What follows belongs to an exercise in optimizing a design on an open flow for small area; a production flow would make more cautious choices. In this exercise RTL edits were held to simulation tests only and were not proved equivalent to the original. The flow treats the clock pin as an ideal source, which a real chip does not have. Power is estimated from default activity; no workload was simulated.

==> flow/design.v <==
module processor (input clk,
                  input reset,
                  input sample_clock,
                  input [7:0] evt,
                  input [31:0] ram_dout,
                  input [31:0] osc_rom_dout,
                  output [7:0] ram_raddr,
                  output [7:0] ram_waddr,
                  output [31:0] ram_din,
                  output ram_wen,
                  output [9:0] osc_rom_raddr,
                  output clear_evt,
                  output [31:0] out);
    localparam [5:0] INIT  = 6'd0;
    localparam [5:0] WAIT  = 6'd1;
    localparam [5:0] KP0   = 6'd2;
    localparam [5:0] KP1   = 6'd3;
    localparam [5:0] KP2   = 6'd4;
    localparam [5:0] KR0   = 6'd5;
    localparam [5:0] KR1   = 6'd6;
    localparam [5:0] MRV   = 6'd7;
    localparam [5:0] MRF   = 6'd8;
    localparam [5:0] MRO   = 6'd9;
    localparam [5:0] MRC   = 6'd10;
    localparam [5:0] MFR   = 6'd11;
    localparam [5:0] MDC   = 6'd12;
    localparam [5:0] MCV   = 6'd13;
    localparam [5:0] MCF   = 6'd14;
    localparam [5:0] MCO   = 6'd15;
    localparam [5:0] MCC   = 6'd16;
    localparam [5:0] ORC0  = 6'd17;
    localparam [5:0] ORC1  = 6'd18;
    localparam [5:0] NRS   = 6'd19;
    localparam [5:0] NR0   = 6'd20;
    localparam [5:0] NR1   = 6'd21;
    localparam [5:0] NR2   = 6'd22;
    localparam [5:0] LK    = 6'd23;
    localparam [5:0] N0    = 6'd24;
    localparam [5:0] N1    = 6'd25;
    localparam [5:0] MIX   = 6'd26;
    localparam [5:0] NW0   = 6'd27;
    localparam [5:0] NW1   = 6'd28;
    localparam [5:0] MOUT  = 6'd29;
    localparam [5:0] FRC0  = 6'd30;
    localparam [5:0] FRC1  = 6'd31;
    localparam [5:0] FILT  = 6'd32;
    localparam [5:0] RV0   = 6'd33;
    localparam [5:0] RV1   = 6'd34;
    localparam [5:0] WOH   = 6'd35;
    localparam [5:0] WOII  = 6'd36;
    localparam [5:0] WOIW  = 6'd37;
    reg [5:0]  state, next_state;
    reg        prev_sc;
    reg [4:0]  note;
    reg [31:0] phase;
    reg [2:0]  osc;
    reg [31:0] lfsr;
    reg [36:0] sum;       
    reg        rr0;       
    reg [31:0] om;        
    reg [1:0]  fc;
    reg [1:0]  menu;
    reg [2:0]  vol;
    reg [7:0]  hist;      
    reg [2:0]  widx;
    function [36:0] add37(input [36:0] a, input [36:0] b);
        integer k;
        reg c;
        begin
            c = 1'b0;
            for (k = 0; k < 37; k = k + 1) begin
                add37[k] = a[k] ^ b[k] ^ c;
                c = (a[k] & b[k]) | (c & (a[k] ^ b[k]));
            end
        end
    endfunction
    function [31:0] add32(input [31:0] a, input [31:0] b);
        integer k;
        reg c;
        begin
            c = 1'b0;
            for (k = 0; k < 32; k = k + 1) begin
                add32[k] = a[k] ^ b[k] ^ c;
                c = (a[k] & b[k]) | (c & (a[k] ^ b[k]));
            end
        end
    endfunction
    wire [2:0] et = evt[7:5];
    wire ev_press   = et == 3'd1;
    wire ev_release = et == 3'd2;
    wire ev_inc     = et == 3'd3;
    wire ev_dec     = et == 3'd4;
    wire ev_menu    = et == 3'd5;
    wire is_noise  = osc == 3'd4;
    wire note_last = note == 5'd23;
    always @(posedge clk)
        if (reset) state <= INIT;
        else       state <= next_state;
    always @(*) begin
        next_state = INIT;
        case (state)
            INIT: next_state = WAIT;
            WAIT:
                if (!prev_sc && sample_clock)          next_state = ORC0;
                else if (ev_press)                     next_state = KP0;
                else if (ev_release)                   next_state = KR0;
                else if (ev_inc | ev_dec | ev_menu)    next_state = MRV;
                else                                   next_state = WAIT;
            KP0:  next_state = KP1;
            KP1:  next_state = KP2;
            KP2:  next_state = WAIT;
            KR0:  next_state = KR1;
            KR1:  next_state = WAIT;
            MRV:  next_state = MRF;
            MRF:  next_state = MRO;
            MRO:  next_state = MRC;
            MRC:  next_state = MFR;
            MFR:  next_state = MDC;
            MDC:
                if (ev_menu)           next_state = MCC;
                else if (menu == 2'd0) next_state = MCV;
                else if (menu == 2'd1) next_state = MCF;
                else if (menu == 2'd2) next_state = MCO;
                else                   next_state = WAIT;
            MCV, MCF, MCO, MCC: next_state = WAIT;
            ORC0: next_state = ORC1;
            ORC1: next_state = NRS;
            NRS:  next_state = NR0;
            NR0:  next_state = NR1;
            NR1:  next_state = NR2;
            NR2:  next_state = is_noise ? N0 : LK;
            LK:   next_state = MIX;
            N0:   next_state = N1;
            N1:   next_state = MIX;
            MIX:  next_state = NW0;
            NW0:  next_state = NW1;
            NW1:  next_state = note_last ? MOUT : NR0;
            MOUT: next_state = FRC0;
            FRC0: next_state = FRC1;
            FRC1: next_state = FILT;
            FILT: next_state = RV0;
            RV0:  next_state = RV1;
            RV1:  next_state = (widx == 3'd0) ? WOH : WOIW;
            WOH:  next_state = WOII;
            WOII: next_state = WOIW;
            WOIW: next_state = WAIT;
            default: next_state = INIT;
        endcase
    end
    wire st_init = state == INIT;
    wire st_wait = state == WAIT;
    wire st_kp0  = state == KP0;
    wire st_kp1  = state == KP1;
    wire st_kp2  = state == KP2;
    wire st_kr0  = state == KR0;
    wire st_kr1  = state == KR1;
    wire st_mrv  = state == MRV;
    wire st_mrf  = state == MRF;
    wire st_mro  = state == MRO;
    wire st_mrc  = state == MRC;
    wire st_mfr  = state == MFR;
    wire st_mdc  = state == MDC;
    wire st_mcv  = state == MCV;
    wire st_mcf  = state == MCF;
    wire st_mco  = state == MCO;
    wire st_mcc  = state == MCC;
    wire st_orc0 = state == ORC0;
    wire st_orc1 = state == ORC1;
    wire st_nrs  = state == NRS;
    wire st_nr0  = state == NR0;
    wire st_nr1  = state == NR1;
    wire st_nr2  = state == NR2;
    wire st_lk   = state == LK;
    wire st_n0   = state == N0;
    wire st_n1   = state == N1;
    wire st_mix  = state == MIX;
    wire st_nw0  = state == NW0;
    wire st_nw1  = state == NW1;
    wire st_mout = state == MOUT;
    wire st_frc0 = state == FRC0;
    wire st_frc1 = state == FRC1;
    wire st_filt = state == FILT;
    wire st_rv0  = state == RV0;
    wire st_rv1  = state == RV1;
    wire st_woh  = state == WOH;
    wire st_woii = state == WOII;
    wire st_woiw = state == WOIW;
    always @(posedge clk)
        if (st_init)      prev_sc <= 1'b0;
        else if (st_wait) prev_sc <= sample_clock;
    always @(posedge clk)
        if (st_kp0 || st_kr0) note <= evt[4:0];
        else if (st_nrs)      note <= 5'd0;
        else if (st_nw1)      note <= note + 5'd1;
    always @(posedge clk)
        if (st_init)     phase[31:24] <= 8'd0;
        else if (st_nr2) phase[31:24] <= ram_dout[31:24];
    always @(posedge clk)
        if (st_nr2)      phase[23:0] <= ram_dout[23:0];
    always @(posedge clk)
        if (st_init)                osc[1:0] <= 2'd0;
        else if (st_orc1 || st_mrc) osc[1:0] <= ram_dout[1:0];
    always @(posedge clk)
        if (st_orc1 || st_mrc)      osc[2] <= ram_dout[2];
    wire [31:0] lfsr_nx = {lfsr[30:0], lfsr[1] ^ lfsr[5] ^ lfsr[6] ^ lfsr[31]};
    always @(posedge clk)
        if (st_init)                lfsr <= 32'd4190284019;
        else if (st_nr1 && is_noise) lfsr <= lfsr_nx;
    wire acc_rom   = st_nr1 && ram_dout[0] && !is_noise;
    wire acc_noise = st_nr1 && ram_dout[0] && is_noise;
    wire [31:0] smp = ({32{acc_rom}} & osc_rom_dout) | ({32{acc_noise}} & lfsr_nx);
    wire        corr   = st_nr2 && note_last && sum[36];
    wire        dstep  = (st_mix || st_nw0 || st_nw1) && note_last;
    wire        keep   = !st_nrs && !dstep;
    wire [36:0] addend = {{5{smp[31]}}, smp[31:5], smp[4:0] | {corr, 1'b0, corr, corr, corr}};
    reg        r0, r1, nr0, nr1, b;
    reg [10:0] q;
    integer i;
    always @(*) begin
        r1 = sum[36];
        r0 = rr0;
        for (i = 10; i >= 0; i = i - 1) begin
            b    = sum[25 + i];
            q[i] = r1 | (r0 & b);
            nr0  = (~r1 & ~r0 & b) | (r1 & ~b);
            nr1  = (r0 & ~b) | (r1 & b);
            r0   = nr0;
            r1   = nr1;
        end
    end
    wire [36:0] shifted = {r1, sum[24:0], q};
    wire [36:0] base    = ({37{keep}} & sum) | ({37{dstep}} & shifted);
    always @(posedge clk)
        sum <= add37(base, addend);
    always @(posedge clk)
        if (st_nr2)     rr0 <= 1'b0;
        else if (dstep) rr0 <= r0;
    always @(posedge clk)
        if (st_init)      om <= 32'd0;
        else if (st_filt) om <= sum[31:0];
    always @(posedge clk)
        if (st_init)                fc[0] <= 1'b0;
        else if (st_mro || st_frc1) fc[0] <= ram_dout[0];
    always @(posedge clk)
        if (st_mro || st_frc1)      fc[1] <= ram_dout[1];
    always @(posedge clk)
        if (st_mfr) menu <= ram_dout[1:0];
    always @(posedge clk)
        if (st_init)               vol <= 3'd0;
        else if (st_mrf || st_rv1) vol <= ram_dout[2:0];
    always @(posedge clk)
        if (st_init)      hist <= 8'd52;
        else if (st_woii) hist <= (hist == 8'd211) ? 8'd52 : hist + 8'd1;
    always @(posedge clk)
        if (st_init)      widx <= 3'd0;
        else if (st_woiw) widx <= widx + 3'd1;
    wire        window = st_frc0 || st_frc1 || st_filt;
    wire [31:0] mix    = (window && fc[0]) ? sum[31:0] : om;
    wire signed [31:0] fout = fc[0] ? mix : {4'd0, om[31], om[31:5]};
    assign out = fout >>> (3'd4 - vol);
    assign osc_rom_raddr = {osc[1:0], phase[31:24]};
    wire [26:0] step = 
          ({27{note == 5'd0}} & 27'd23353758)
        | ({27{note == 5'd1}} & 27'd24785406)
        | ({27{note == 5'd2}} & 27'd26306532)
        | ({27{note == 5'd3}} & 27'd27827658)
        | ({27{note == 5'd4}} & 27'd29527740)
        | ({27{note == 5'd5}} & 27'd31227822)
        | ({27{note == 5'd6}} & 27'd33106860)
        | ({27{note == 5'd7}} & 27'd35075376)
        | ({27{note == 5'd8}} & 27'd37133370)
        | ({27{note == 5'd9}} & 27'd39370320)
        | ({27{note == 5'd10}} & 27'd41696748)
        | ({27{note == 5'd11}} & 27'd44202132)
        | ({27{note == 5'd12}} & 27'd46796994)
        | ({27{note == 5'd13}} & 27'd49570812)
        | ({27{note == 5'd14}} & 27'd52523586)
        | ({27{note == 5'd15}} & 27'd55655316)
        | ({27{note == 5'd16}} & 27'd58966002)
        | ({27{note == 5'd17}} & 27'd62455644)
        | ({27{note == 5'd18}} & 27'd66213720)
        | ({27{note == 5'd19}} & 27'd70150752)
        | ({27{note == 5'd20}} & 27'd74356218)
        | ({27{note == 5'd21}} & 27'd78740640)
        | ({27{note == 5'd22}} & 27'd83393496)
        | ({27{note == 5'd23}} & 27'd88404264)
        ;
    wire [31:0] next_phase = add32(phase, {5'd0, step});
    wire [2:0] next_vol = ev_inc ? ((vol == 3'd4) ? 3'd0 : vol + 3'd1)
                                 : ((vol == 3'd0) ? 3'd4 : vol - 3'd1);
    wire [1:0] next_fc  = ev_inc ? ((fc == 2'd1) ? 2'd0 : fc + 2'd1)
                                 : ((fc == 2'd0) ? 2'd1 : fc - 2'd1);
    wire [2:0] next_osc = ev_inc ? ((osc == 3'd4) ? 3'd0 : osc + 3'd1)
                                 : ((osc == 3'd0) ? 3'd4 : osc - 3'd1);
    wire [1:0] next_menu = (menu == 2'd2) ? 2'd0 : menu + 2'd1;
    wire wr = st_kp1 || st_kp2 || st_kr1 || st_mcv || st_mcf || st_mco || st_mcc || st_nw0 || st_woh;
    wire [7:0] addr = ((st_nr0 || st_kp1 || st_kr1) ? 8'd4 + note : 8'd0)
                    | ((st_nr1 || st_kp2 || st_nw0) ? 8'd28 + note : 8'd0)
                    | (st_woh ? hist : 8'd0)
                    | {6'd0, (st_mro || st_mrc || st_orc0 || st_mco || st_mcc),
                             (st_mrf || st_mrc || st_frc0 || st_mcf || st_mcc)};
    assign ram_wen   = wr;
    assign ram_waddr = addr;
    assign ram_raddr = wr ? 8'd0 : addr;
    assign clear_evt = st_kp0 || st_kr0 || st_mcv || st_mcf || st_mco || st_mcc;
    assign ram_din   = (st_nw0 ? next_phase : 32'd0)
                     | (st_woh ? out : 32'd0)
                     | {29'd0, (st_mcv ? next_vol : 3'd0) | (st_mco ? next_osc : 3'd0)
                             | {1'b0, st_mcf ? next_fc : 2'd0} | {1'b0, st_mcc ? next_menu : 2'd0}
                             | {2'b0, st_kp1}};
endmodule
==> flow/flow/run.sh <==
#!/bin/bash
# Own layout flow: the standard flow (standard.sh) with three changes:
#  - synthesis is the standard synthesis script, except that ABC maps the logic with
#    flow/abc_deep.script (deeper area optimisation, no timing-driven buffering or upsizing)
#    in place of ORFS's abc_area.script; registers are mapped before ABC runs, so they are the
#    standard synthesis's;
#  - the port buffers are the smallest buffer (buf_1);
#  - clock tree synthesis uses clkbuf_8 only and adds no dummy loads; then flow/cts_down.tcl
#    turns the leaf clock buffers that can be into clkbuf_4.
# Every tool's output goes to standard_flow.log here and to ORFS's own logs under orfs/logs.
set -euo pipefail
HERE=$(pwd)
export BUFFER_PORTS_ARGS="-buffer_cell sky130_fd_sc_hd__buf_1"
export CTS_ARGS="-sink_clustering_enable -repair_clock_nets -dont_use_dummy_load -buf_list {sky130_fd_sc_hd__clkbuf_8}"
cat > "$HERE/own_synth.tcl" <<EOT
proc abc {args} {
  set i [lsearch -exact \$args -script]
  if {\$i >= 0} { lset args [expr {\$i + 1}] $HERE/flow/abc_deep.script }
  yosys abc {*}\$args
}
source $HERE/synth_recipe.tcl
EOT
sed "s#SYNTH_SCRIPT=[^ ]*#SYNTH_SCRIPT=$HERE/own_synth.tcl#" standard.sh > own_standard.sh
grep -q "SYNTH_SCRIPT=$HERE/own_synth.tcl" own_standard.sh
bash own_standard.sh cts > standard_flow_to_cts.log 2>&1
RES="$HERE/orfs/results/sky130hd/processor/base" openroad -no_init -exit "$HERE/flow/cts_down.tcl" > cts_down.log 2>&1
bash own_standard.sh > standard_flow.log 2>&1
==> flow/flow/abc_deep.script <==
strash
&get -n
&deepsyn -T 60
&put
dch -f
map -a
amap
topo
dnsize -c
==> flow/flow/cts_down.tcl <==
# Downsizes leaf clock buffers (clkbuf_8 to clkbuf_4) of the clock tree that CTS built, one
# at a time, keeping each change only while every flip-flop clock pin's estimated slew stays
# under 0.115 ns. Reads and rewrites results/4_cts.odb.
set platform /OpenROAD-flow-scripts/flow/platforms/sky130hd
read_lef $platform/lef/sky130_fd_sc_hd.tlef
read_lef $platform/lef/sky130_fd_sc_hd_merged.lef
read_liberty $platform/lib/sky130_fd_sc_hd__tt_025C_1v80.lib
read_db $::env(RES)/4_cts.odb
read_sdc $::env(RES)/4_cts.sdc
source $platform/setRC.tcl
set_propagated_clock [all_clocks]
estimate_parasitics -placement
proc maxslew {} {
  set mx 0
  foreach pin [get_pins -hierarchical */CLK] {
    set s [get_property $pin slew_max]
    if {$s > $mx} { set mx $s }
  }
  return $mx
}
puts "max clock pin slew before: [maxslew]"
set small [get_lib_cells */sky130_fd_sc_hd__clkbuf_4]
set big [get_lib_cells */sky130_fd_sc_hd__clkbuf_8]
set n 0
foreach inst [get_cells clkbuf_*] {
  if {[get_property $inst ref_name] ne "sky130_fd_sc_hd__clkbuf_8"} { continue }
  if {[string match "clkbuf_0_*" [get_property $inst name]]} { continue }
  replace_cell $inst $small
  estimate_parasitics -placement
  if {[maxslew] > 0.115} {
    replace_cell $inst $big
    estimate_parasitics -placement
  } else {
    incr n
  }
}
puts "downsized $n clock buffers; max clock pin slew after: [maxslew]"
write_db $::env(RES)/4_cts.odb
==> flow/standard.sh <==
#!/bin/bash
# synth_recipe.tcl (not shown) runs the flow's synth.tcl, then flattens the netlist and writes it again
# the make line also repeats each setting of config.mk as NAME=value (left out here)
make -C /OpenROAD-flow-scripts/flow DESIGN_CONFIG=/design/flow/config.mk WORK_HOME=/design/flow/orfs CLKGATE_MAP_FILE= SYNTH_SCRIPT=/design/flow/synth_recipe.tcl "${@:-finish}"
==> flow/config.mk <==
export PLATFORM = sky130hd
export DESIGN_NAME = processor
export DESIGN_NICKNAME = processor
export VERILOG_FILES = /design/flow/design.v
export SDC_FILE = /design/flow/constraint.sdc
export NUM_CORES = 4
export LEC_CHECK = 0
export ABC_AREA = 1
export CAP_MARGIN = 20
export CORE_MARGIN = 2
export CORE_UTILIZATION = 50
export SLEW_MARGIN = 20
==> flow/constraint.sdc <==
create_clock -name core_clock -period 20.0 [get_ports {clk}]
set_input_delay 4.0000 -clock core_clock [delete_from_list [all_inputs] [get_ports {clk}]]
set_output_delay 4.0000 -clock core_clock [all_outputs]
set_load 0.01 [all_outputs]
==> impl_metrics.py, run 1 <==
metrics = {
    "grt": {
        "grt_max_degree": 38,
        "overflow": 0,
        "antenna_found_initial": 0,
        "grt_pass1_wl_um": 54800,
        "grt_pass1_vias": 9564,
        "track_usage": 0.325,
    },
    "route": {
        "routed_via_density": 6.15,
        "wl_per_cell_um": 21.2,
        "dr.pass1.iters": 6,
        "drcViolationCount": 0,
        "drt_iter0_drc": 1051,
        "drtAntennaViolNets": 0,
        "wl_um": 36200,
        "vias": 10500,
    },
    "sta": {
        "final.setup.tns_ns": 0,
        "period_share": 0.933,
        "tightestPinTransition_ns": 0.955,
        "min_period_ns": 18.66,
        "fmaxAchievable_ghz": 0.0536,
        "setup_viol": 0,
        "hold_viol": 0,
        "slew_violations": 0,
        "finClkSkew_ns": 0.0471,
        "slew-limit-headroom": 0.360,
        "rsz0062_at_grt": "false",
    },
    "yosys": {
        "ys_ff_latch": 167,
        "synth_cells": 1252,
        "synthDistinctLibCells": 51,
        "syn_avg_cell_area_um2": 8.41,
        "yosysSeqAreaShare": 0.349,
        "synth_edf_count": 33,
        "synthFlopType": "dfxtp_1",
        "async_reset_ff_frac": 0,
        "syn-cell-area_um2": 10500,
        "ys_warn_count": 1,
    },
    "outcome": {
        "outcome": "timing/DRC/antenna clean",
    },
    "cts": {
        "cts_setup_buffers": 0,
        "clock_sinks": 167,
        "cts.clk_slew.worst_paths_ns": 0.11,
        "clock_latency_ns": 0.48,
        "cts_tree": "done",
        "post_cts_resized": 0,
        "root_buffer": "clkbuf_8",
        "cts_buffers": 17,
        "cts_buffer_depth": 2,
        "htreeDepth": 4,
        "hold_buffers": 0,
    },
    "critical_path": {
        "worst-endpoint-required_ns": 20.32,
        "cp_max_fo": 6,
        "r2r_slack_ns": 1.46,
        "critPathLaunch": "ram_dout[0]",
        "crit_top_cell": "fa_1",
        "worstSetupEndpoint": "sum[36]",
        "start_kind": "input pin",
        "cp_slowest_stage_delay_ns": 0.43,
        "r2r-start": "rr0",
        "crit_path_end_kind": "flip-flop",
        "cp_slowest_cell": "fa_1",
        "r2r_end": "sum[36]",
        "critPathArrivalTime_ns": 18.98,
        "reg2reg_depth": 58,
        "crit_type": "input pin to flip-flop",
    },
    "cells_and_area": {
        "final_nets": 1602,
        "final_core_util": 0.564,
        "area_delta_synth_final_pct": 11.5,
        "diodes": 0,
        "drive_gt1_frac": 0.0223,
    },
    "run": {
        "maxCapViolations": 0,
    },
    "floorplanning": {
        "initial_core_util": 0.506,
        "row_count": 53,
        "coreArea_um2": 20800,
        "die-height_um": 149,
        "dieArea_um2": 22200,
        "die_w_um": 149,
        "num_io_pins": 167,
    },
    "power_and_ir_drop": {
        "p_leak_uw": 0.00418,
        "finalPower_uw": 1480,
        "peakVddDrop_mv": 0.0796,
        "powerDensity_nw_per_um2": 126,
    },
    "worst_hold_path": {
        "holdPathStages": 2,
        "hold_class": "flip-flop to flip-flop",
    },
    "placed_design": {
        "io_buffers": 164,
        "dp.final_hpwl_um": 28500,
        "gp_congestion": 1.01,
    },
}
## routing by layer
metal / track usage / share of wire / vias to the layer above
met5: 0 / 0 / -
met4: 0.0881 / 0.021 / 0
met3: 0.0609 / 0.083 / 68
met2: 0.490 / 0.44 / 506
met1: 0.481 / 0.46 / 5000
li1: - / - / 4940
## sequential cells by signal (all words and copies together), names as in the netlist
signal / flops
fc: 2
hist: 8
lfsr: 32
menu: 2
note: 5
om: 32
osc: 3
phase: 32
prev_sc: 1
rr0: 1
state: 6
sum: 37
vol: 3
widx: 3
## synthesized netlist by cell type, drive strengths merged (15+ instances only)
library cell / instances / area share
clkinv: 195 / 0.070
o21ai: 136 / 0.065
dfxtp: 134 / 0.25
nor2: 127 / 0.045
nand2: 120 / 0.043
o22ai: 120 / 0.071
fa: 60 / 0.11
a21oi: 44 / 0.021
edfxtp: 33 / 0.094
ha: 31 / 0.037
a22o: 22 / 0.018
o22a: 19 / 0.016
a222oi: 18 / 0.017
a22oi: 17 / 0.012
o221ai: 17 / 0.014
or3: 16 / 0.0095
nor3: 15 / 0.0071
## cells in the final DEF, fill, tap and decap left out, drive strengths merged, types with 3 or more instances in the layout
cell type	count
o211ai	4
o32ai	8
or2	10
fa	60
a22o	22
or4b	3
nor2	127
o221ai	17
or3	16
clkbuf	17
clkinv	195
buf	176
nor3	15
a22oi	17
o21ai	136
a222oi	18
nand3	12
o22ai	120
o21a	8
or4	11
nor4	6
o22a	19
a21oi	44
nand2	120
edfxtp	33
dfxtp	134
nor2b	6
a32o	8
a211oi	3
ha	31
a31oi	10
## cells by family after synthesis
kind of cell	synth area share
AO/OA/AOI/OAI	0.285
AND/OR/NAND/NOR	0.135
buffers and inverters	0.0781
flip-flops	0.349
adder cells (fa/ha/maj)	0.151
XOR/XNOR	0.000832
other	0.000356
## power breakdown
group          switching, uW  total [uW]  internal, uW
Combinational            567         859           292
Sequential              41.6         433           392
Clock                    113         188          75.2
Total                    721        1480           759
## per-stage QoR
| stage | instance area, um^2 | instances | hold slack [ns] | setup slack, ns |
|---|---|---|---|---|
| finish | 11700 | 1709 | 0.451 | 1.34 |
| global route | 11700 | 1709 | 0.478 | 0.617 |
| CTS | 11700 | 1709 | 0.447 | 1.35 |
| detailed placement | 11500 | 1692 | 0.443 | 0.969 |
| global placement | 11500 | 1692 | 0.435 | 1.19 |
| floorplan | 10500 | 1253 | 0.425 | 1.49 |
## how the worst min path moves through the flow
| stage | from | to | slack [ns] |
|---|---|---|---|
| after global placement | om[3] | om[3] | 0.44 |
| after floorplan | om[2] | om[2] | 0.43 |
| final | lfsr[12] | lfsr[13] | 0.45 |
| after CTS | lfsr[12] | lfsr[13] | 0.45 |
| after detailed placement | om[1] | om[1] | 0.44 |
| after global routing | lfsr[25] | lfsr[26] | 0.48 |
## area by class of cell
| cell class | count | area [um^2] |
|---|---|---|
| clock buffers | 17 | 234 |
| repair buffers | 176 | 706 |
| inverters | 195 | 732 |
| well taps | 275 | 344 |
| fillers | 2026 | 9080 |
| multi-input cells | 879 | 6050 |
| flip-flops and latches | 167 | 3670 |
## worst max-delay path, delay by kind of cell
family | cells | cell delay, ns
AO/OA/AOI/OAI | 3 | 0.53
adder cells (fa/ha/maj) | 36 | 14.10
buffers and inverters | 1 | 0.16
AND/OR/NAND/NOR | 1 | 0.19
==> inputs of run 2 (changes only) <==
--- a/flow/flow/cts_down.tcl
+++ b/flow/flow/cts_down.tcl
@@ -1,7 +1,8 @@
 # Downsizes leaf clock buffers (clkbuf_8 to clkbuf_4) of the clock tree that CTS built, one
-# at a time, keeping each change only while every flip-flop clock pin's estimated slew stays
-# under 0.115 ns. Reads and rewrites results/4_cts.odb.
-set platform /OpenROAD-flow-scripts/flow/platforms/sky130hd
+# at a time, keeping each change only while no flip-flop clock pin's estimated slew goes over
+# the larger of 0.110 ns and the largest before any change. Reads and rewrites
+# results/4_cts.odb.
+set platform $::env(FLOW_HOME)/platforms/sky130hd
 read_lef $platform/lef/sky130_fd_sc_hd.tlef
 read_lef $platform/lef/sky130_fd_sc_hd_merged.lef
 read_liberty $platform/lib/sky130_fd_sc_hd__tt_025C_1v80.lib
@@ -18,7 +19,9 @@
   }
   return $mx
 }
-puts "max clock pin slew before: [maxslew]"
+set before [maxslew]
+set limit [expr {max($before, 0.110)}]
+puts "max clock pin slew before: $before; limit $limit"
 set small [get_lib_cells */sky130_fd_sc_hd__clkbuf_4]
 set big [get_lib_cells */sky130_fd_sc_hd__clkbuf_8]
 set n 0
@@ -27,7 +30,7 @@
   if {[string match "clkbuf_0_*" [get_property $inst name]]} { continue }
   replace_cell $inst $small
   estimate_parasitics -placement
-  if {[maxslew] > 0.115} {
+  if {[maxslew] > $limit} {
     replace_cell $inst $big
     estimate_parasitics -placement
   } else {
==> impl_metrics.py, run 2 <==
metrics = {
    "cts": {
        "cts_setup_buffers": 0,
        "clock_sinks": 167,
        "cts_buffer_depth": 2,
        "clock_latency_ns": 0.47,
        "cts_buffers": 17,
        "cts.clk_slew.worst_paths_ns": 0.12,
        "htreeDepth": 4,
        "post_cts_resized": 0,
        "cts_tree": "done",
        "hold_buffers": 0,
        "root_buffer": "clkbuf_8",
    },
    "yosys": {
        "yosysSeqAreaShare": 0.349,
        "synthFlopType": "dfxtp_1",
        "synth_edf_count": 33,
        "synth_cells": 1252,
        "synth_area_leaders": "dfxtp_1 25%, fa_1 11%, edfxtp_1 9.4%",
        "yosysMostFrequentCell": "clkinv_1",
        "ys_warn_count": 1,
        "synth_common_cells": "195 x clkinv_1, 136 x o21ai_0, 134 x dfxtp_1",
        "yosysTopAreaCellShare": 0.255,
        "syn-cell-area_um2": 10500,
        "ys_ff_latch": 167,
        "yosys.area.top_type": "dfxtp_1",
        "syn_avg_cell_area_um2": 8.41,
        "synthDistinctLibCells": 51,
        "async_reset_ff_frac": 0,
    },
    "worst_hold_path": {
        "worstHoldStart": "lfsr[12]",
        "hold_class": "flip-flop to flip-flop",
    },
    "critical_path": {
        "critPathLaunch": "note[4]",
        "crit_type": "flip-flop to primary output",
        "cp_slowest_cell": "edfxtp_1",
        "critPathArrivalTime_ns": 14.70,
        "start_kind": "flip-flop",
        "crit_path_end_kind": "primary output",
        "cp_slowest_stage_delay_ns": 0.65,
        "cp_max_fo": 18,
        "r2r-start": "rr0",
        "crit_top_cell": "fa_1",
        "worst-endpoint-required_ns": 16.00,
    },
    "route": {
        "routed_via_density": 6.17,
        "wl_per_cell_um": 21.3,
        "drt_iter0_drc": 1111,
        "drtAntennaViolNets": 0,
        "dr.pass1.iters": 8,
        "drcViolationCount": 0,
        "wl_um": 36400,
        "vias": 10500,
    },
    "sta": {
        "hold_viol": 0,
        "fmaxAchievable_ghz": 0.0535,
        "slew-limit-headroom": 0.369,
        "finClkSkew_ns": 0.0367,
        "min_period_ns": 18.70,
        "fin_ws_ns": 1.30,
        "rsz0062_at_grt": "false",
        "period_share": 0.935,
        "holdWs_ns": 0.445,
        "slew_violations": 0,
        "setup_viol": 0,
        "tightestPinTransition_ns": 0.941,
        "final.setup.tns_ns": 0,
    },
    "power_and_ir_drop": {
        "p_sw_uw": 722,
        "p_int_uw": 741,
        "pwr-share-clk": 0.114,
        "sequentialPowerShare": 0.296,
        "p_comb_frac": 0.590,
        "switching_share": 0.494,
        "peakVddDrop_mv": 0.0794,
        "p_leak_uw": 0.00416,
        "powerDensity_nw_per_um2": 125,
    },
    "cells_and_area": {
        "diodes": 0,
        "final_nets": 1602,
        "drive_gt1_frac": 0.0223,
        "layout_commonest_cell": "clkinv_1",
        "largest_reg_flops": 37,
        "final_core_util": 0.561,
        "layout_common_cells": "195 x clkinv_1, 164 x buf_1, 136 x o21ai_0, 134 x dfxtp_1, 125 x nor2_1",
        "fill_cells": 2038,
        "area_delta_synth_final_pct": 11.0,
        "regMostFlops": "sum",
        "final_cells": 1709,
    },
    "grt": {
        "grt_max_degree": 38,
        "antenna_found_initial": 0,
        "overflow": 0,
        "grt_pass1_vias": 9561,
        "grt_pass1_wl_um": 54900,
        "track_usage": 0.326,
    },
    "floorplanning": {
        "die_w_um": 149,
        "coreArea_um2": 20800,
        "dieArea_um2": 22200,
        "num_io_pins": 167,
        "row_count": 53,
        "die-height_um": 149,
        "initial_core_util": 0.506,
    },
    "placed_design": {
        "gp_congestion": 1.01,
        "dp.final_hpwl_um": 28500,
        "io_buffers": 164,
        "place_ws_ns": 0.969,
        "dp.cells": 1692,
    },
    "outcome": {
        "outcome": "timing/DRC/antenna clean",
    },
    "run": {
        "maxCapViolations": 0,
    },
}
run 2: logic make-up (layout without fill, tap and decap cells):
kind of cell	Yosys count	count (layout)	synth area share
xor gates and xnor gates	1	1	0.000832
other	1	2	0.000356
DFF	167	167	0.349
and+or+nand+nor	328	328	0.135
AOI/OAI and AO/OA	457	457	0.285
buffers and inverters	207	388	0.0781
adders and majority gates	91	91	0.151
run 2: area by class of cell:
cell class / instances / area [um^2] / area share
clock buffer: 17 / 178 / 0.0152
sequential: 167 / 3670 / 0.314
inverter: 195 / 732 / 0.0627
multi-input combinational: 879 / 6050 / 0.518
timing repair buffer: 176 / 706 / 0.0604
tap: 275 / 344 / 0.0295
run 2: power by group through the flow:
| stage | combinational, uW | clock (uW) | sequential [uW] |
|---|---|---|---|
| CTS | 847 | 191 | 431 |
| global route | 950 | 183 | 437 |
| global placement | 847 | 0 | 438 |
| finish | 864 | 167 | 432 |
| detailed placement | 844 | 0 | 439 |
| floorplan | 566 | 0 | 427 |
run 2: final timing paths:
kind	to	slack, ns	depth (start not counted)
worst min register to register	lfsr[13]	0.45	2
worst min-delay path	lfsr[13]	0.45	2
worst max-delay path	ram_din[30]	1.30	43
worst max register to register	sum[36]	1.42	58
run 2: stage by stage:
stage	total power (uW)	instance area (um^2)
2_1_floorplan	993	10500
3_3_place_gp	1280	11500
3_5_place_dp	1280	11500
4_1_cts	1470	11700
5_1_grt	1570	11700
6_report	1460	11700
run 2: layer usage:
metal	global-route usage	vias to the layer above	routed length, um
met4	0.0895	0	770
met5	0	-	0
met3	0.0550	59	3050
met1	0.486	5024	16700
li1	-	4938	-
met2	0.489	518	15900
run 2: critical path, delay by kind of cell, from the launching register on:
family / cells / cell delay [ns]
flip-flops: 1 / 0.65
AO/OA/AOI/OAI: 2 / 0.32
adder cells (fa/ha/maj): 29 / 10.82
buffers and inverters: 7 / 1.20
AND/OR/NAND/NOR: 5 / 1.25
==> inputs of run 3 (changes only) <==
--- a/flow/flow/cts_down.tcl
+++ b/flow/flow/cts_down.tcl
@@ -1,7 +1,3 @@
-# Downsizes leaf clock buffers (clkbuf_8 to clkbuf_4) of the clock tree that CTS built, one
-# at a time, keeping each change only while no flip-flop clock pin's estimated slew goes over
-# the larger of 0.110 ns and the largest before any change. Reads and rewrites
-# results/4_cts.odb.
 set platform $::env(FLOW_HOME)/platforms/sky130hd
 read_lef $platform/lef/sky130_fd_sc_hd.tlef
 read_lef $platform/lef/sky130_fd_sc_hd_merged.lef
@@ -20,7 +16,7 @@
   return $mx
 }
 set before [maxslew]
-set limit [expr {max($before, 0.110)}]
+set limit [expr {min(max($before, 0.110), 0.118)}]
 puts "max clock pin slew before: $before; limit $limit"
 set small [get_lib_cells */sky130_fd_sc_hd__clkbuf_4]
 set big [get_lib_cells */sky130_fd_sc_hd__clkbuf_8]
==> impl_metrics.py, run 3 <==
metrics = {
    "route": {
        "wl_per_cell_um": 21.3,
        "drcViolationCount": 0,
        "dr.pass1.iters": 8,
        "routed_via_density": 6.17,
        "vias": 10500,
        "drt_iter0_drc": 1111,
        "wl_um": 36400,
        "drtAntennaViolNets": 0,
    },
    "cts": {
        "post_cts_resized": 0,
        "cts.clk_slew.worst_paths_ns": 0.12,
        "cts_tree": "done",
        "cts_setup_buffers": 0,
        "cts_buffer_depth": 2,
        "clock_latency_ns": 0.47,
        "htreeDepth": 4,
        "hold_buffers": 0,
        "clock_sinks": 167,
        "root_buffer": "clkbuf_8",
        "cts_buffers": 17,
    },
    "yosys": {
        "synth_edf_count": 33,
        "synth_common_cells": "195 x clkinv_1, 136 x o21ai_0, 134 x dfxtp_1",
        "syn_avg_cell_area_um2": 8.41,
        "syn-cell-area_um2": 10500,
        "synth_cells": 1252,
        "yosysSeqAreaShare": 0.349,
        "ys_warn_count": 1,
        "synthFlopType": "dfxtp_1",
        "yosysTopAreaCellShare": 0.255,
        "ys_ff_latch": 167,
        "async_reset_ff_frac": 0,
        "yosysMostFrequentCell": "clkinv_1",
        "synthDistinctLibCells": 51,
        "yosys.area.top_type": "dfxtp_1",
        "synth_area_leaders": "dfxtp_1 25%, fa_1 11%, edfxtp_1 9.4%",
    },
    "cells_and_area": {
        "layout_common_cells": "195 x clkinv_1, 164 x buf_1, 136 x o21ai_0, 134 x dfxtp_1, 125 x nor2_1",
        "layout_commonest_cell": "clkinv_1",
        "final_core_util": 0.561,
        "largest_reg_flops": 37,
        "drive_gt1_frac": 0.0223,
        "diodes": 0,
        "final_nets": 1602,
        "fill_cells": 2038,
        "regMostFlops": "sum",
        "area_delta_synth_final_pct": 11.0,
    },
    "grt": {
        "track_usage": 0.326,
        "overflow": 0,
        "grt_pass1_wl_um": 54900,
        "grt_max_degree": 38,
        "grt_pass1_vias": 9561,
        "antenna_found_initial": 0,
    },
    "power_and_ir_drop": {
        "powerDensity_nw_per_um2": 125,
        "finalPower_uw": 1460,
        "p_leak_uw": 0.00416,
        "peakVddDrop_mv": 0.0794,
    },
    "worst_hold_path": {
        "hold_class": "flip-flop to flip-flop",
    },
    "sta": {
        "fmaxAchievable_ghz": 0.0535,
        "min_period_ns": 18.70,
        "finClkSkew_ns": 0.0367,
        "holdWs_ns": 0.445,
        "setup_viol": 0,
        "rsz0062_at_grt": "false",
        "slew_violations": 0,
        "hold_viol": 0,
        "final.setup.tns_ns": 0,
        "slew-limit-headroom": 0.369,
        "fin_ws_ns": 1.30,
        "period_share": 0.935,
        "tightestPinTransition_ns": 0.941,
    },
    "critical_path": {
        "cp.depth": 43,
        "r2r-start": "rr0",
        "critPathArrivalTime_ns": 14.70,
        "reg2reg_depth": 58,
        "crit_path_end_kind": "primary output",
        "cp_slowest_stage_delay_ns": 0.65,
        "crit_family": "adder cells",
        "crit_buf_inv": 7,
        "start_kind": "flip-flop",
        "r2r_end": "sum[36]",
        "cp_slowest_cell": "edfxtp_1",
        "worstSetupEndpoint": "ram_din[30]",
        "critPathLaunch": "note[4]",
        "cp_max_fo": 18,
        "crit_type": "flip-flop to primary output",
        "worst-endpoint-required_ns": 16.00,
        "crit_top_cell": "fa_1",
        "r2r_slack_ns": 1.42,
    },
    "floorplanning": {
        "num_io_pins": 167,
        "dieArea_um2": 22200,
        "die-height_um": 149,
        "die_w_um": 149,
        "initial_core_util": 0.506,
        "row_count": 53,
        "coreArea_um2": 20800,
    },
    "placed_design": {
        "dp.final_hpwl_um": 28500,
        "io_buffers": 164,
        "gp_congestion": 1.01,
        "place_ws_ns": 0.969,
    },
    "outcome": {
        "outcome": "timing/DRC/antenna clean",
    },
    "run": {
        "maxCapViolations": 0,
    },
}
-- run 3: kinds of logic after synthesis --
| logic type | synth area share |
|---|---|
| AOI/OAI and AO/OA | 0.285 |
| xor gates and xnor gates | 0.000832 |
| adders and majority gates | 0.151 |
| buffers and inverters | 0.0781 |
| DFF | 0.349 |
| other | 0.000356 |
| and+or+nand+nor | 0.135 |
-- run 3: per-stage QoR --
step                cells  area, um^2
floorplan            1253       10500
global placement     1692       11500
detailed placement   1692       11500
CTS                  1709       11700
global route         1709       11700
finish               1709       11700
-- run 3: final cells by class --
| type | count | area, um^2 | area share |
|---|---|---|---|
| multi-input cells | 879 | 6050 | 0.518 |
| flip-flops and latches | 167 | 3670 | 0.314 |
| inverters | 195 | 732 | 0.0627 |
| repair buffers | 176 | 706 | 0.0604 |
| well taps | 275 | 344 | 0.0295 |
| clock buffers | 17 | 178 | 0.0152 |
-- run 3: metal layers --
metal / track usage / vias to the layer above / wire (um)
li1: - / 4938 / -
met1: 0.486 / 5024 / 16700
met2: 0.489 / 518 / 15900
met3: 0.0550 / 59 / 3050
met4: 0.0895 / 0 / 770
met5: 0 / - / 0
-- run 3: worst min path at each step --
stage,start,slack [ns],end,cells past startpoint
after global routing,lfsr[25],0.48,lfsr[26],2
after floorplan,om[2],0.43,om[2],2
final,lfsr[12],0.45,lfsr[13],2
after CTS,lfsr[12],0.45,lfsr[13],2
after global placement,om[3],0.44,om[3],2
after detailed placement,om[1],0.44,om[1],2
-- run 3: worst register-to-register path, delay by kind of cell, from the launching register on --
family / cells / cell delay (ns)
flip-flops: 1 / 0.36
buffers and inverters: 2 / 0.24
AO/OA/AOI/OAI: 13 / 2.68
adder cells (fa/ha/maj): 36 / 14.17
AND/OR/NAND/NOR: 7 / 1.01
-- run 3: where the power goes --
group	internal [uW]	total, uW	switching, uW
clock	56.6	167	110
combinational	293	864	571
sequential	391	432	41.0
total	741	1460	722
==> inputs of run 4 (changes only) <==
--- a/flow/design.v
+++ b/flow/design.v
@@ -210,17 +210,17 @@
     wire acc_noise = st_nr1 && ram_dout[0] && is_noise;
     wire [31:0] smp = ({32{acc_rom}} & osc_rom_dout) | ({32{acc_noise}} & lfsr_nx);
     wire        corr   = st_nr2 && note_last && sum[36];
-    wire        dstep  = (st_mix || st_nw0 || st_nw1) && note_last;
+    wire        dstep  = ((st_lk || st_n1 || st_mix || st_nw0 || st_nw1) && note_last) || st_mout;
     wire        keep   = !st_nrs && !dstep;
     wire [36:0] addend = {{5{smp[31]}}, smp[31:5], smp[4:0] | {corr, 1'b0, corr, corr, corr}};
     reg        r0, r1, nr0, nr1, b;
-    reg [10:0] q;
+    reg [6:0]  q;
     integer i;
     always @(*) begin
         r1 = sum[36];
         r0 = rr0;
-        for (i = 10; i >= 0; i = i - 1) begin
-            b    = sum[25 + i];
+        for (i = 6; i >= 0; i = i - 1) begin
+            b    = sum[29 + i];
             q[i] = r1 | (r0 & b);
             nr0  = (~r1 & ~r0 & b) | (r1 & ~b);
             nr1  = (r0 & ~b) | (r1 & b);
@@ -228,7 +228,7 @@
             r1   = nr1;
         end
     end
-    wire [36:0] shifted = {r1, sum[24:0], q};
+    wire [36:0] shifted = {r1, sum[28:0], q};
     wire [36:0] base    = ({37{keep}} & sum) | ({37{dstep}} & shifted);
     always @(posedge clk)
         sum <= add37(base, addend);
@@ -237,7 +237,7 @@
         else if (dstep) rr0 <= r0;
     always @(posedge clk)
         if (st_init)      om <= 32'd0;
-        else if (st_filt) om <= sum[31:0];
+        else if (st_filt) om <= sum[33:2];
     always @(posedge clk)
         if (st_init)                fc[0] <= 1'b0;
         else if (st_mro || st_frc1) fc[0] <= ram_dout[0];
@@ -255,7 +255,7 @@
         if (st_init)      widx <= 3'd0;
         else if (st_woiw) widx <= widx + 3'd1;
     wire        window = st_frc0 || st_frc1 || st_filt;
-    wire [31:0] mix    = (window && fc[0]) ? sum[31:0] : om;
+    wire [31:0] mix    = (window && fc[0]) ? sum[33:2] : om;
     wire signed [31:0] fout = fc[0] ? mix : {4'd0, om[31], om[31:5]};
     assign out = fout >>> (3'd4 - vol);
     assign osc_rom_raddr = {osc[1:0], phase[31:24]};
==> impl_metrics.py, run 4 <==
metrics = {
    "outcome": {
        "outcome": "timing/DRC/antenna clean",
    },
    "cts": {
        "cts.clk_slew.worst_paths_ns": 0.09,
        "htreeDepth": 4,
        "clock_sinks": 167,
        "clock_latency_ns": 0.47,
        "hold_buffers": 0,
        "cts_buffer_depth": 2,
        "post_cts_resized": 0,
        "root_buffer": "clkbuf_8",
        "cts_tree": "done",
        "cts_buffers": 17,
        "cts_setup_buffers": 0,
    },
    "floorplanning": {
        "num_io_pins": 167,
        "coreArea_um2": 20400,
        "die-height_um": 148,
        "initial_core_util": 0.512,
        "row_count": 52,
        "die_w_um": 148,
        "dieArea_um2": 22000,
    },
    "placed_design": {
        "gp_congestion": 0.981,
        "io_buffers": 164,
        "place_area_um2": 11400,
        "place_ws_ns": 0.779,
        "dp.final_hpwl_um": 26900,
    },
    "critical_path": {
        "cp_max_fo": 23,
        "crit_type": "input pin to flip-flop",
        "r2r-start": "note[3]",
        "cp_slowest_stage_delay_ns": 0.42,
        "critPathArrivalTime_ns": 19.18,
        "cp_slowest_cell": "fa_1",
        "start_kind": "input pin",
        "r2r_slack_ns": 1.28,
        "crit_top_cell": "fa_1",
        "reg2reg_depth": 53,
        "worstSetupEndpoint": "sum[36]",
        "r2r_end": "sum[36]",
        "critPathLaunch": "ram_dout[0]",
        "worst-endpoint-required_ns": 20.33,
        "crit_path_end_kind": "flip-flop",
    },
    "grt": {
        "track_usage": 0.313,
        "grt_max_degree": 39,
        "grt_pass1_vias": 9378,
        "antenna_found_initial": 0,
        "overflow": 0,
        "grt_pass1_wl_um": 52900,
    },
    "cells_and_area": {
        "final_nets": 1544,
        "fill_cells": 1956,
        "multiInputGateArea_um2": 5890,
        "largest_reg_flops": 37,
        "regMostFlops": "sum",
        "ff_latch_area_um2": 3670,
        "area_delta_synth_final_pct": 11.7,
        "layout_common_cells": "213 x clkinv_1, 164 x buf_1, 150 x o22ai_1, 134 x dfxtp_1, 116 x nor2_1",
        "layout_commonest_cell": "clkinv_1",
        "diodes": 0,
        "drive_gt1_frac": 0.0262,
        "final_area_um2": 11600,
    },
    "worst_hold_path": {
        "holdPathStages": 2,
        "hold_class": "flip-flop to flip-flop",
    },
    "sta": {
        "period_share": 0.942,
        "fmaxAchievable_ghz": 0.0531,
        "hold_viol": 0,
        "final.setup.tns_ns": 0,
        "finClkSkew_ns": 0.0380,
        "fin_ws_ns": 1.15,
        "setup_viol": 0,
        "rsz0062_at_grt": "false",
        "slew_violations": 0,
        "slew-limit-headroom": 0.308,
        "tightestPinTransition_ns": 1.04,
        "min_period_ns": 18.85,
    },
    "yosys": {
        "ys_ff_latch": 167,
        "syn_avg_cell_area_um2": 8.73,
        "synthDistinctLibCells": 49,
        "synth_common_cells": "213 x clkinv_1, 150 x o22ai_1, 134 x dfxtp_1",
        "ys_warn_count": 1,
        "yosysTopAreaCellShare": 0.257,
        "async_reset_ff_frac": 0,
        "yosys.area.top_type": "dfxtp_1",
        "synth_cells": 1194,
        "yosysMostFrequentCell": "clkinv_1",
        "syn-cell-area_um2": 10400,
        "yosysSeqAreaShare": 0.353,
        "synth_area_leaders": "dfxtp_1 26%, fa_1 12%, edfxtp_1 9.5%",
        "synth_edf_count": 33,
        "synthFlopType": "dfxtp_1",
    },
    "route": {
        "wl_per_cell_um": 21.0,
        "routed_via_density": 6.18,
        "drcViolationCount": 0,
        "drtAntennaViolNets": 0,
        "wl_um": 34500,
        "dr.pass1.iters": 8,
        "drt_iter0_drc": 1130,
        "vias": 10200,
    },
    "power_and_ir_drop": {
        "p_leak_uw": 0.00411,
        "peakVddDrop_mv": 0.0628,
        "finalPower_uw": 1280,
        "powerDensity_nw_per_um2": 110,
    },
    "run": {
        "maxCapViolations": 0,
    },
}
## run 4: routing by layer
layer,track usage,part of all wire,up-vias
met5,0,0,-
met4,0.0738,0.019,0
met3,0.0543,0.075,48
met2,0.470,0.43,468
met1,0.471,0.47,4832
li1,-,-,4826
## run 4: power breakdown
part           total [uW]  switching (uW)  leakage [uW]  internal (uW)
clock network         186             111      0.000122           75.2
registers             426            32.3       0.00139            394
logic                 668             446       0.00260            222
total                1280             590       0.00411            691
## run 4: layout make-up
type | count | area share
multi-input combinational | 803 | 0.506
sequential | 167 | 0.316
inverter | 213 | 0.0687
timing repair buffer | 176 | 0.0606
tap | 270 | 0.0290
clock buffer | 17 | 0.0201
## run 4: logic make-up after synthesis
family                     count (synthesis)  synth area share
xor gates and xnor gates                   1          0.000841
buffers and inverters                    225            0.0854
and+or+nand+nor                          277             0.118
adders and majority gates                 91             0.153
DFF                                      167             0.353
AOI/OAI and AO/OA                        432             0.290
other                                      1          0.000360
## run 4: worst min-delay path by stage
stage / start / endpoint / slack, ns
after global placement: lfsr[21] / lfsr[22] / 0.44
after detailed placement: lfsr[21] / lfsr[22] / 0.44
after floorplan: lfsr[12] / lfsr[13] / 0.43
final: widx[2] / widx[2] / 0.45
after global routing: lfsr[21] / lfsr[22] / 0.49
after CTS: widx[2] / widx[2] / 0.46
## run 4: critical path: cells and delay by family
kind / cells / cell delay [ns]
compound gates: 3 / 0.56
simple gates: 1 / 0.30
fa+ha+maj: 36 / 13.98
buf+inv: 2 / 0.31
## run 4: per-stage QoR
step	instances	utilization	hold WS, ns
global route	1646	0.572	0.493
floorplan	1195	-	0.426
CTS	1646	0.572	0.459
global placement	1629	0.560	0.438
detailed placement	1629	0.560	0.443
finish	1646	0.572	0.454
==> inputs of run 5 (changes only) <==
--- a/flow/flow/cts_down.tcl
+++ b/flow/flow/cts_down.tcl
@@ -16,7 +16,7 @@
   return $mx
 }
 set before [maxslew]
-set limit [expr {min(max($before, 0.110), 0.118)}]
+set limit [expr {min(max($before, 0.110), 0.120)}]
 puts "max clock pin slew before: $before; limit $limit"
 set small [get_lib_cells */sky130_fd_sc_hd__clkbuf_4]
 set big [get_lib_cells */sky130_fd_sc_hd__clkbuf_8]
==> impl_metrics.py, run 5 <==
metrics = {
    "yosys": {
        "async_reset_ff_frac": 0,
        "yosys.area.top_type": "dfxtp_1",
        "synthDistinctLibCells": 45,
        "yosysSeqAreaShare": 0.352,
        "synth_cells": 1234,
        "syn_avg_cell_area_um2": 8.45,
        "synth_area_leaders": "dfxtp_1 26%, fa_1 12%, edfxtp_1 9.5%",
        "synthFlopType": "dfxtp_1",
        "ys_warn_count": 1,
        "synth_common_cells": "219 x clkinv_1, 139 x nor2_1, 134 x dfxtp_1",
        "yosysMostFrequentCell": "clkinv_1",
        "yosysTopAreaCellShare": 0.257,
        "syn-cell-area_um2": 10400,
        "synth_edf_count": 33,
        "ys_ff_latch": 167,
    },
    "cells_and_area": {
        "diodes": 0,
        "layout_commonest_cell": "clkinv_1",
        "final_nets": 1585,
        "area_delta_synth_final_pct": 11.4,
        "regMostFlops": "sum",
        "drive_gt1_frac": 0.0254,
        "largest_reg_flops": 37,
        "layout_common_cells": "219 x clkinv_1, 164 x buf_1, 138 x nor2_1, 134 x dfxtp_1, 128 x o22ai_1",
        "fill_cells": 1946,
    },
    "floorplanning": {
        "num_io_pins": 167,
        "row_count": 52,
        "coreArea_um2": 20400,
        "die_w_um": 148,
        "initial_core_util": 0.512,
        "die-height_um": 148,
        "dieArea_um2": 22000,
    },
    "route": {
        "drcViolationCount": 0,
        "routed_via_density": 6.11,
        "drtAntennaViolNets": 0,
        "vias": 10300,
        "wl_per_cell_um": 20.1,
        "dr.pass1.iters": 8,
        "wl_um": 34000,
        "drt_iter0_drc": 1383,
    },
    "critical_path": {
        "crit_buf_inv": 3,
        "crit_type": "input pin to flip-flop",
        "crit_top_cell": "fa_1",
        "start_kind": "input pin",
        "crit_path_end_kind": "flip-flop",
        "cp_slowest_cell": "fa_1",
        "crit_family": "adder cells",
        "critPathArrivalTime_ns": 19.03,
        "cp_slowest_stage_delay_ns": 0.44,
        "worst-endpoint-required_ns": 20.34,
        "cp_max_fo": 5,
    },
    "worst_hold_path": {
        "hold_class": "flip-flop to flip-flop",
    },
    "sta": {
        "slew-limit-headroom": 0.411,
        "tightestPinTransition_ns": 0.878,
        "period_share": 0.934,
        "fmaxAchievable_ghz": 0.0535,
        "setup_viol": 0,
        "hold_viol": 0,
        "min_period_ns": 18.68,
        "rsz0062_at_grt": "false",
        "finClkSkew_ns": 0.0310,
        "slew_violations": 0,
        "final.setup.tns_ns": 0,
    },
    "run": {
        "maxCapViolations": 0,
    },
    "power_and_ir_drop": {
        "p_comb_frac": 0.292,
        "switching_share": 0.365,
        "powerDensity_nw_per_um2": 67.9,
        "peakVddDrop_mv": 0.0495,
        "sequentialPowerShare": 0.494,
        "p_leak_uw": 0.00413,
        "p_int_uw": 501,
        "finalPower_uw": 788,
        "pwr-share-clk": 0.215,
        "p_sw_uw": 288,
    },
    "cts": {
        "post_cts_resized": 0,
        "cts.clk_slew.worst_paths_ns": 0.12,
        "cts_tree": "done",
        "clock_sinks": 167,
        "htreeDepth": 4,
        "root_buffer": "clkbuf_8",
        "hold_buffers": 0,
        "clock_latency_ns": 0.46,
        "cts_buffer_depth": 2,
        "cts_buffers": 17,
        "cts_setup_buffers": 0,
    },
    "grt": {
        "track_usage": 0.309,
        "grt_max_degree": 37,
        "grt_pass1_wl_um": 52600,
        "overflow": 0,
        "grt_pass1_vias": 9613,
        "antenna_found_initial": 0,
    },
    "placed_design": {
        "io_buffers": 164,
        "dp.final_hpwl_um": 26500,
        "gp_congestion": 1.02,
    },
    "outcome": {
        "outcome": "timing/DRC/antenna clean",
    },
}
-- run 5: final timing paths --
path	start	end	slack, ns	cells after the start
setup / recovery	ram_dout[0]	sum[36]	1.32	43
hold / removal	lfsr[23]	lfsr[24]	0.43	2
setup reg to reg	note[3]	sum[36]	2.15	49
hold reg to reg	lfsr[23]	lfsr[24]	0.43	2
-- run 5: cell families (layout without fill, tap and decap cells) --
kind of cell | after synthesis | in the layout | synth area share
AOI/OAI and AO/OA | 432 | 432 | 0.279
xor gates and xnor gates | 1 | 1 | 0.000840
adders and majority gates | 91 | 91 | 0.152
buffers and inverters | 231 | 413 | 0.0875
DFF | 167 | 167 | 0.352
other | 1 | 2 | 0.000360
and+or+nand+nor | 311 | 311 | 0.127
-- run 5: power by group through the flow --
stage	registers (uW)	clock network, uW	logic (uW)
after detailed placement	396	0	227
after CTS	389	193	227
after floorplan	391	0	152
after global routing	392	183	258
after global placement	396	0	225
final	389	169	230
-- run 5: cell type report --
class                      instances  area (um^2)  area share
timing repair buffer             177          721      0.0620
clock buffer                      17          184      0.0158
multi-input combinational        837         5880       0.506
tap                              270          338      0.0291
inverter                         219          822      0.0708
sequential                       167         3670       0.316
-- run 5: through the flow --
| stage | worst slack [ns] | hold slack, ns | area, um^2 | instances | util |
|---|---|---|---|---|---|
| 6_report | 1.32 | 0.430 | 11600 | 1687 | 0.570 |
| 5_1_grt | 0.663 | 0.451 | 11600 | 1687 | 0.570 |
| 4_1_cts | 1.30 | 0.433 | 11600 | 1686 | 0.572 |
| 3_5_place_dp | 0.975 | 0.445 | 11400 | 1669 | 0.560 |
| 3_3_place_gp | 1.19 | 0.438 | 11400 | 1669 | 0.560 |
| 2_1_floorplan | 1.48 | 0.424 | 10400 | 1235 | - |
-- run 5: routing by layer --
layer / up-vias / share of wire / GRT usage
li1: 4868 / - / -
met1: 4849 / 0.45 / 0.452
met2: 514 / 0.44 / 0.468
met3: 69 / 0.083 / 0.0512
met4: 0 / 0.029 / 0.102
met5: - / 0 / 0
-- run 5: worst reg2reg max path: cells and delay by family, from the launching register on --
family,cells,cell delay (ns)
flip-flops,1,0.48
buffers and inverters,4,0.89
adder cells (fa/ha/maj),36,14.29
AND/OR/NAND/NOR,4,1.28
AO/OA/AOI/OAI,5,0.82

-- re-timing with driven ports --
No port has a modelled driver above. Below, the same layouts with a new extraction and two added sets of constraints. Step 1 (the two cells are an assumption about what drives the block):
set clk [get_ports {clk}]
set_driving_cell -lib_cell sky130_fd_sc_hd__clkbuf_16 $clk
set_driving_cell -lib_cell sky130_fd_sc_hd__buf_2 [delete_from_list [all_inputs] $clk]
Step 2 adds t to the input delays and takes it off the output delays; t is the mean of the earliest and latest rising clock arrival at the registers after step 1. Input paths then give back, and output paths get back, about the clock's delay inside the block. Three values: ideal ports, drivers, drivers and shift; two values: the first two.
run | t, ns | setup WS [ns] | clock arrival spread, ns | worst register clock-pin slew, ns
run 1 | 0.506 | 1.345 / 1.334 / 0.861 | 0.047 / 0.047 | 0.11 / 0.11
run 2 | 0.493 | 1.304 / 1.258 / 0.874 | 0.037 / 0.037 | 0.12 / 0.12
run 3 | 0.493 | 1.304 / 1.258 / 0.874 | 0.037 / 0.037 | 0.12 / 0.12
run 4 | 0.493 | 1.152 / 1.173 / 0.680 | 0.048 / 0.048 | 0.11 / 0.11
run 5 | 0.480 | 1.316 / 1.280 / 0.855 | 0.035 / 0.036 | 0.12 / 0.12
After both steps every run listed still meets setup and hold. The setup slack of run 1, which loses most, moves by -0.011 ns with the drivers and by -0.484 ns with both steps.
